This is an optimization exercise on Yosys and OpenROAD, whose aim is small area and a short achievable clock period, not a production implementation. Where RTL was checked, it was by simulation tests only, not by an equivalence proof against the original. Power and IR drop assume default switching activity.

==> flow/design.v <==
`timescale 1ns / 1ps
module ALU(
	input wire [15:0] A,
	input wire [15:0] B,
	input wire [3:0] op,
	output wire [7:0] lo,
	output wire c8,
	output wire [7:0] hi0,
	output wire [7:0] hi1,
	output wire [15:0] logic_res,
	output wire neq
);
	wire sub = op[2];
	wire [15:0] x = A ^ {16{sub}};
	wire [15:0] p = B ^ x;
	wire [15:0] g = B & x;
	wire [7:0] gl0 = {g[7:1], g[0] | (p[0] & sub)};
	wire [7:0] pl0 = {p[7:1], 1'b0};
	wire [7:0] gh0 = g[15:8];
	wire [7:0] ph0 = p[15:8];
	wire [7:0] gl1, pl1, gl2, pl2, gl3, gh1, ph1, gh2, ph2, gh3, ph3;
	genvar i;
	generate
		for (i = 0; i < 8; i = i + 1) begin : ks
			if (i >= 1) begin : a1
				assign gl1[i] = gl0[i] | (pl0[i] & gl0[i-1]);
				assign pl1[i] = pl0[i] & pl0[i-1];
				assign gh1[i] = gh0[i] | (ph0[i] & gh0[i-1]);
				assign ph1[i] = ph0[i] & ph0[i-1];
			end else begin : b1
				assign gl1[i] = gl0[i];
				assign pl1[i] = pl0[i];
				assign gh1[i] = gh0[i];
				assign ph1[i] = ph0[i];
			end
			if (i >= 2) begin : a2
				assign gl2[i] = gl1[i] | (pl1[i] & gl1[i-2]);
				assign pl2[i] = pl1[i] & pl1[i-2];
				assign gh2[i] = gh1[i] | (ph1[i] & gh1[i-2]);
				assign ph2[i] = ph1[i] & ph1[i-2];
			end else begin : b2
				assign gl2[i] = gl1[i];
				assign pl2[i] = pl1[i];
				assign gh2[i] = gh1[i];
				assign ph2[i] = ph1[i];
			end
			if (i >= 4) begin : a3
				assign gl3[i] = gl2[i] | (pl2[i] & gl2[i-4]);
				assign gh3[i] = gh2[i] | (ph2[i] & gh2[i-4]);
				assign ph3[i] = ph2[i] & ph2[i-4];
			end else begin : b3
				assign gl3[i] = gl2[i];
				assign gh3[i] = gh2[i];
				assign ph3[i] = ph2[i];
			end
		end
	endgenerate
	assign lo = p[7:0] ^ {gl3[6:0], sub};
	assign c8 = gl3[7];
	assign hi0 = p[15:8] ^ {gh3[6:0], 1'b0};
	assign hi1 = p[15:8] ^ {gh3[6:0] | ph3[6:0], 1'b1};
	assign logic_res = op[0] ? (B | A) : (B & A);
	assign neq = (B != A);
endmodule
`timescale 1ns / 1ps
module program_counter(
	input wire [15:0] pc,
	input wire [15:0] instruction,
	input wire step,
	input wire clr,
	output wire [15:0] d_nt,
	output wire [15:0] d_br
);
	wire [15:0] pc_inc = pc + 16'd1;
	wire is_j = (instruction[15:12] == 4'd15);
	assign d_nt = clr ? 16'd0 : !step ? pc :
	              is_j ? {pc_inc[15:12], instruction[11:0]} : pc_inc;
	assign d_br = pc_inc + {{12{instruction[3]}}, instruction[3:0]};
endmodule
`timescale 1ns / 1ps
module register_file(
	input wire [255:0] R,
	input wire [3:0] addr,
	output wire [15:0] data
);
	assign data = R[16*addr +: 16];
endmodule
`timescale 1ns / 1ps
module microprocessor(
	input wire clk,
	input wire clr,
	input wire step,
	input wire [15:0] instruction,
	output wire [15:0] pc_out,
	output reg wb_en,
	output reg [3:0] wb_addr,
	output wire [15:0] wb_data,
	output reg st_en,
	output reg [1:0] st_addr,
	output reg [15:0] st_data
);
	wire [3:0] op = instruction[15:12];
	wire [3:0] ra = instruction[11:8];
	wire [3:0] rb = instruction[7:4];
	wire [3:0] rc = instruction[3:0];
	reg [255:0] R;           
	reg [63:0] M;            
	reg [7:0] q_lo, q_hi0, q_hi1;
	reg q_c8;
	reg [15:0] q_logic;
	reg q_lw, q_log, q_slt, q_taken;
	reg [1:0] q_laddr;
	reg [15:0] pc_nt, pc_br;
	genvar gi;
	wire [7:0] hi = q_c8 ? q_hi1 : q_hi0;
	wire [15:0] res = q_lw ? M[16*q_laddr +: 16] :
	                  q_log ? q_logic :
	                  q_slt ? {15'd0, hi[7]} : {hi, q_lo};
	assign wb_data = res;
	wire [15:0] pc = q_taken ? pc_br : pc_nt;
	assign pc_out = pc;
	wire [15:0] r_wdata = res & {16{~clr}};
	generate
		for (gi = 0; gi < 16; gi = gi + 1) begin : rf
			wire en = clr | (wb_en & (wb_addr == gi));
			always @(posedge clk)
				if (en) R[16*gi +: 16] <= r_wdata;
		end
	endgenerate
	wire [63:0] m_init = {16'd0, 16'd5, 16'd22, 16'd1};
	generate
		for (gi = 0; gi < 4; gi = gi + 1) begin : dm
			wire en = clr | (st_en & (st_addr == gi));
			always @(posedge clk)
				if (en) M[16*gi +: 16] <= clr ? m_init[16*gi +: 16] : st_data;
		end
	endgenerate
	wire [15:0] Ar, Br;
	register_file read_a (.R(R), .addr(ra), .data(Ar));
	register_file read_b (.R(R), .addr(rb), .data(Br));
	wire [15:0] A = (wb_en && wb_addr == ra) ? res : Ar;
	wire [15:0] B = (wb_en && wb_addr == rb) ? res : Br;
	wire [7:0] lo, hi0, hi1;
	wire c8, neq;
	wire [15:0] logic_res;
	ALU alu0 (.A(A), .B(B), .op(op), .lo(lo), .c8(c8), .hi0(hi0), .hi1(hi1),
	          .logic_res(logic_res), .neq(neq));
	wire is_lw = (op == 4'd8);
	wire wr = step & ((op[3:1] == 3'b000) | (op == 4'd2) | (op[3:1] == 3'b011) | is_lw);
	wire st = step & (op == 4'd10);
	wire [1:0] maddr = B[1:0] + rc[1:0];
	wire [15:0] d_nt, d_br;
	program_counter pc0 (.pc(pc), .instruction(instruction), .step(step), .clr(clr),
	                     .d_nt(d_nt), .d_br(d_br));
	always @(posedge clk) begin
		if (clr) begin
			wb_en <= 1'b0;
			st_en <= 1'b0;
			q_taken <= 1'b0;
		end else begin
			wb_en <= wr;
			st_en <= st;
			q_taken <= step & (op == 4'd14) & neq;
		end
		pc_nt <= d_nt;
		pc_br <= d_br;
		q_lo <= lo;
		q_c8 <= c8;
		q_hi0 <= hi0;
		q_hi1 <= hi1;
		q_logic <= logic_res;
		q_lw <= is_lw;
		q_log <= (op[3:1] == 3'b000);
		q_slt <= (op == 4'd7);
		q_laddr <= maddr;
		wb_addr <= is_lw ? rb : rc;
		st_addr <= maddr;
		st_data <= B;
	end
endmodule
clock: 10.5 ns
lec_check: 0
cap_margin: 20
core_margin: 2
core_utilization: 40
cts_buf_list: sky130_fd_sc_hd__clkbuf_8
setup_slack_margin: 5
slew_margin: 20
synth_hierarchical: 1
standard.sh (not shown) runs the stock make flow with config.mk's settings and CLKGATE_MAP_FILE= SYNTH_SCRIPT=/design/flow/synth_recipe.tcl, a recipe that flattens the netlist after the stock synthesis.
==> flow/flow/run.sh <==
#!/bin/bash
# Own layout flow: the standard flow (standard.sh, the standard synthesis
# script and ORFS) with a few extra ORFS settings:
#  - the port buffers are sky130_fd_sc_hd__buf_4 instead of the resizer's default
#    choice (a slow delay cell);
#  - repair_timing aims for a larger setup margin.
# Each step's full output goes to a log file in the work folder.
set -euo pipefail
W=$(pwd)
X=("BUFFER_PORTS_ARGS=-buffer_cell sky130_fd_sc_hd__buf_4")
if [[ -f flow/extra.txt ]]; then
  while IFS= read -r line; do
    [[ -z "$line" || "$line" == \#* ]] && continue
    X+=("$line")
  done < flow/extra.txt
fi
printf '%s\n' "${X[@]}" > "$W/flow_settings.log"
bash standard.sh "${X[@]}" synth > "$W/flow_synth.log" 2>&1
bash standard.sh "${X[@]}" finish > "$W/flow_layout.log" 2>&1
test -f out/final.def
==> flow/flow/extra.txt <==
SETUP_SLACK_MARGIN=6.0
Then changed:
--- a/flow/design.v
+++ b/flow/design.v
@@ -10,57 +10,13 @@
 	output wire [15:0] logic_res,
 	output wire neq
 );
 	wire sub = op[2];
 	wire [15:0] x = A ^ {16{sub}};
-	wire [15:0] p = B ^ x;
-	wire [15:0] g = B & x;
-	wire [7:0] gl0 = {g[7:1], g[0] | (p[0] & sub)};
-	wire [7:0] pl0 = {p[7:1], 1'b0};
-	wire [7:0] gh0 = g[15:8];
-	wire [7:0] ph0 = p[15:8];
-	wire [7:0] gl1, pl1, gl2, pl2, gl3, gh1, ph1, gh2, ph2, gh3, ph3;
-	genvar i;
-	generate
-		for (i = 0; i < 8; i = i + 1) begin : ks
-			if (i >= 1) begin : a1
-				assign gl1[i] = gl0[i] | (pl0[i] & gl0[i-1]);
-				assign pl1[i] = pl0[i] & pl0[i-1];
-				assign gh1[i] = gh0[i] | (ph0[i] & gh0[i-1]);
-				assign ph1[i] = ph0[i] & ph0[i-1];
-			end else begin : b1
-				assign gl1[i] = gl0[i];
-				assign pl1[i] = pl0[i];
-				assign gh1[i] = gh0[i];
-				assign ph1[i] = ph0[i];
-			end
-			if (i >= 2) begin : a2
-				assign gl2[i] = gl1[i] | (pl1[i] & gl1[i-2]);
-				assign pl2[i] = pl1[i] & pl1[i-2];
-				assign gh2[i] = gh1[i] | (ph1[i] & gh1[i-2]);
-				assign ph2[i] = ph1[i] & ph1[i-2];
-			end else begin : b2
-				assign gl2[i] = gl1[i];
-				assign pl2[i] = pl1[i];
-				assign gh2[i] = gh1[i];
-				assign ph2[i] = ph1[i];
-			end
-			if (i >= 4) begin : a3
-				assign gl3[i] = gl2[i] | (pl2[i] & gl2[i-4]);
-				assign gh3[i] = gh2[i] | (ph2[i] & gh2[i-4]);
-				assign ph3[i] = ph2[i] & ph2[i-4];
-			end else begin : b3
-				assign gl3[i] = gl2[i];
-				assign gh3[i] = gh2[i];
-				assign ph3[i] = ph2[i];
-			end
-		end
-	endgenerate
-	assign lo = p[7:0] ^ {gl3[6:0], sub};
-	assign c8 = gl3[7];
-	assign hi0 = p[15:8] ^ {gh3[6:0], 1'b0};
-	assign hi1 = p[15:8] ^ {gh3[6:0] | ph3[6:0], 1'b1};
+	assign {c8, lo} = {1'b0, B[7:0]} + {1'b0, x[7:0]} + {8'd0, sub};
+	assign hi0 = B[15:8] + x[15:8];
+	assign hi1 = B[15:8] + x[15:8] + 8'd1;
 	assign logic_res = op[0] ? (B | A) : (B & A);
 	assign neq = (B != A);
 endmodule
 `timescale 1ns / 1ps
 module program_counter(
@@ -79,13 +35,18 @@
 endmodule
 `timescale 1ns / 1ps
 module register_file(
 	input wire [255:0] R,
 	input wire [3:0] addr,
-	output wire [15:0] data
+	output reg [15:0] data
 );
-	assign data = R[16*addr +: 16];
+	integer k;
+	always @* begin
+		data = 16'd0;
+		for (k = 0; k < 16; k = k + 1)
+			data = data | ({16{addr == k}} & R[16*k +: 16]);
+	end
 endmodule
 `timescale 1ns / 1ps
 module microprocessor(
 	input wire clk,
 	input wire clr,
Result:
- worst hold slack gets better by 17 ps
- worst setup slack gets worse by 69 ps
- clock skew is higher by 6.8 ps
- routed wire length is higher by 20%
- critical path depth is higher by 1
- global-route usage is higher by 3.2 points
- combinational power is higher by about 6%
- maximum frequency is lower by 1.5%
- final area is higher by 5.8%
- power is higher by about 3.5%
- utilization is higher by 1.5 points
- area after synthesis is higher by 2.9%
- sequential share of layout area is lower by 2.7 points
- clock-buffer cell count is higher by 2
Function was not checked in any run of this note: the RTL went through the layout flow alone.


RTL: the design.v shown in full above, as it stands there.
export LEC_CHECK = 0
export CAP_MARGIN = 20
export CORE_MARGIN = 2
export CORE_UTILIZATION = 40
export CTS_BUF_LIST = sky130_fd_sc_hd__clkbuf_8
export SETUP_SLACK_MARGIN = 5
export SLEW_MARGIN = 20
export SYNTH_HIERARCHICAL = 1
create_clock -name core_clock -period 10.5 [get_ports {clk}]
==> flow/flow/run.sh <==
#!/bin/bash
# Own layout flow: the standard flow (standard.sh, the standard synthesis
# script and ORFS) with a few extra ORFS settings:
#  - the port buffers are sky130_fd_sc_hd__buf_1 instead of the resizer's default
#    choice (a slow delay cell);
#  - repair_timing aims for a larger setup margin.
# Each step's full output goes to a log file in the work folder.
set -euo pipefail
W=$(pwd)
X=("BUFFER_PORTS_ARGS=-buffer_cell sky130_fd_sc_hd__buf_1")
if [[ -f flow/extra.txt ]]; then
  while IFS= read -r line; do
    [[ -z "$line" || "$line" == \#* ]] && continue
    X+=("$line")
  done < flow/extra.txt
fi
printf '%s\n' "${X[@]}" > "$W/flow_settings.log"
bash standard.sh "${X[@]}" synth > "$W/flow_synth.log" 2>&1
bash standard.sh "${X[@]}" finish > "$W/flow_layout.log" 2>&1
test -f out/final.def
Scripts as last shown in full above: flow/flow/extra.txt
Rerun with:
--- a/flow/design.v
+++ b/flow/design.v
@@ -11,55 +11,11 @@
 	output wire neq
 );
 	wire sub = op[2];
 	wire [15:0] x = A ^ {16{sub}};
-	wire [15:0] p = B ^ x;
-	wire [15:0] g = B & x;
-	wire [7:0] gl0 = {g[7:1], g[0] | (p[0] & sub)};
-	wire [7:0] pl0 = {p[7:1], 1'b0};
-	wire [7:0] gh0 = g[15:8];
-	wire [7:0] ph0 = p[15:8];
-	wire [7:0] gl1, pl1, gl2, pl2, gl3, gh1, ph1, gh2, ph2, gh3, ph3;
-	genvar i;
-	generate
-		for (i = 0; i < 8; i = i + 1) begin : ks
-			if (i >= 1) begin : a1
-				assign gl1[i] = gl0[i] | (pl0[i] & gl0[i-1]);
-				assign pl1[i] = pl0[i] & pl0[i-1];
-				assign gh1[i] = gh0[i] | (ph0[i] & gh0[i-1]);
-				assign ph1[i] = ph0[i] & ph0[i-1];
-			end else begin : b1
-				assign gl1[i] = gl0[i];
-				assign pl1[i] = pl0[i];
-				assign gh1[i] = gh0[i];
-				assign ph1[i] = ph0[i];
-			end
-			if (i >= 2) begin : a2
-				assign gl2[i] = gl1[i] | (pl1[i] & gl1[i-2]);
-				assign pl2[i] = pl1[i] & pl1[i-2];
-				assign gh2[i] = gh1[i] | (ph1[i] & gh1[i-2]);
-				assign ph2[i] = ph1[i] & ph1[i-2];
-			end else begin : b2
-				assign gl2[i] = gl1[i];
-				assign pl2[i] = pl1[i];
-				assign gh2[i] = gh1[i];
-				assign ph2[i] = ph1[i];
-			end
-			if (i >= 4) begin : a3
-				assign gl3[i] = gl2[i] | (pl2[i] & gl2[i-4]);
-				assign gh3[i] = gh2[i] | (ph2[i] & gh2[i-4]);
-				assign ph3[i] = ph2[i] & ph2[i-4];
-			end else begin : b3
-				assign gl3[i] = gl2[i];
-				assign gh3[i] = gh2[i];
-				assign ph3[i] = ph2[i];
-			end
-		end
-	endgenerate
-	assign lo = p[7:0] ^ {gl3[6:0], sub};
-	assign c8 = gl3[7];
-	assign hi0 = p[15:8] ^ {gh3[6:0], 1'b0};
-	assign hi1 = p[15:8] ^ {gh3[6:0] | ph3[6:0], 1'b1};
+	assign {c8, lo} = {1'b0, B[7:0]} + {1'b0, x[7:0]} + {8'd0, sub};
+	assign hi0 = B[15:8] + x[15:8];
+	assign hi1 = B[15:8] + x[15:8] + 8'd1;
 	assign logic_res = op[0] ? (B | A) : (B & A);
 	assign neq = (B != A);
 endmodule
 `timescale 1ns / 1ps
Outcome:
- The new run produced a clean layout
- core utilization grows by 0.67 points
- cell area is higher by 1.2%
- setup slack gains 39 ps
- sequential power stays flat
- worst hold slack loses 9.4 ps
- power went up by 3.1%
- wire length rises by 1.5%
- clock-buffer cell count increases by 5
The RTL of the first run of this note was laid out without a check of its function.


old:
Starts from the design.v that is shown in full above.
Settings: LEC_CHECK=0, CAP_MARGIN=20, CORE_MARGIN=2, CORE_UTILIZATION=40, CTS_BUF_LIST=sky130_fd_sc_hd__clkbuf_8, SETUP_SLACK_MARGIN=5, SLEW_MARGIN=20, SYNTH_HIERARCHICAL=1; clock period 10.5 ns.
==> flow/flow/run.sh <==
#!/bin/bash
# Own layout flow: the standard flow (standard.sh, the standard synthesis
# script and ORFS) with a few extra ORFS settings:
#  - the port buffers are sky130_fd_sc_hd__buf_4 instead of the resizer's default
#    choice (a slow delay cell);
#  - repair_timing aims for a larger setup margin.
# Each step's full output goes to a log file in the work folder.
set -euo pipefail
W=$(pwd)
X=("BUFFER_PORTS_ARGS=-buffer_cell sky130_fd_sc_hd__buf_4")
if [[ -f flow/extra.txt ]]; then
  while IFS= read -r line; do
    [[ -z "$line" || "$line" == \#* ]] && continue
    X+=("$line")
  done < flow/extra.txt
fi
printf '%s\n' "${X[@]}" > "$W/flow_settings.log"
bash standard.sh "${X[@]}" synth > "$W/flow_synth.log" 2>&1
bash standard.sh "${X[@]}" finish > "$W/flow_layout.log" 2>&1
test -f out/final.def
==> flow/flow/extra.txt <==
SETUP_SLACK_MARGIN=6.2
TNS_END_PERCENT=10
#### Input delta (new over old)
==> flow/design.v, changed modules only <==
module ALU(
	input wire [15:0] A,
	input wire [15:0] B,
	input wire [3:0] op,
	output wire [7:0] lo,
	output wire c8,
	output wire [7:0] hi0,
	output wire [7:0] hi1,
	output wire [15:0] logic_res,
	output wire neq
);
	wire sub = op[2];
	wire [15:0] x = A ^ {16{sub}};
	assign {c8, lo} = {1'b0, B[7:0]} + {1'b0, x[7:0]} + {8'd0, sub};
	assign hi0 = B[15:8] + x[15:8];
	assign hi1 = B[15:8] + x[15:8] + 8'd1;
	assign logic_res = op[0] ? (B | A) : (B & A);
	assign neq = (B != A);
endmodule
[summary]
- new vs. old: die area went down by 230 µm².
- From old to new the numbers moved as follows: total power draw shows an increase of 1.0%; netlist area before placement shows a reduction of about 0.44%; proportion of cell area occupied by registers shows an increase of 0.20 points.
- Summary — synthesized area divided by synthesized cell count, new relative to old: higher, by 0.098 µm².
- Relative to old, the data arrival time of the critical path of new is lower by 60 ps.
- In the reports for old and new, the smaller via count belongs to old.
- Reported for old and new, top-level port count turned out identical to the last digit.
- The clock transition time at the flip-flop clock pins of the worst setup and hold paths of old and that of new are within noise of each other.
For old, only the layout was checked, not whether the RTL still works.

afterwards: timing with drivers on the ports:
Ports are ideal in the flow. The routed layouts listed here were re-timed in OpenROAD. Step 1 (the two cells are an assumption about what drives the block):
set clk [get_ports {clk}]
set_driving_cell -lib_cell sky130_fd_sc_hd__clkbuf_16 $clk
set_driving_cell -lib_cell sky130_fd_sc_hd__buf_2 [delete_from_list [all_inputs] $clk]
Step 2 also shifts input and output timing later by t, the mid clock arrival at the registers, as if the neighbouring blocks saw the same clock. Three values: no drivers, after step 1, after step 2; two values: the first two.
run	t, ns	setup WS [ns]	worst register clock-pin slew, ns	pins driven straight from the clock port
the first run of note 1	0.667	5.912 / 5.746 / 5.080	0.07 / 0.07	1
the second run of note 1	0.701	5.844 / 5.713 / 5.012	0.07 / 0.07	1
the first run of note 2	0.682	5.938 / 5.834 / 5.152	0.07 / 0.07	1
the second run of note 2	0.687	5.977 / 5.881 / 5.194	0.08 / 0.08	1
old	0.675	5.950 / 5.795 / 5.120	0.07 / 0.07	1
new	0.683	6.015 / 5.842 / 5.159	0.07 / 0.07	1
After both steps every run listed still meets setup and hold. For new, which loses most, drivers alone change the setup slack by -0.173 ns; drivers and shift together by -0.856 ns.
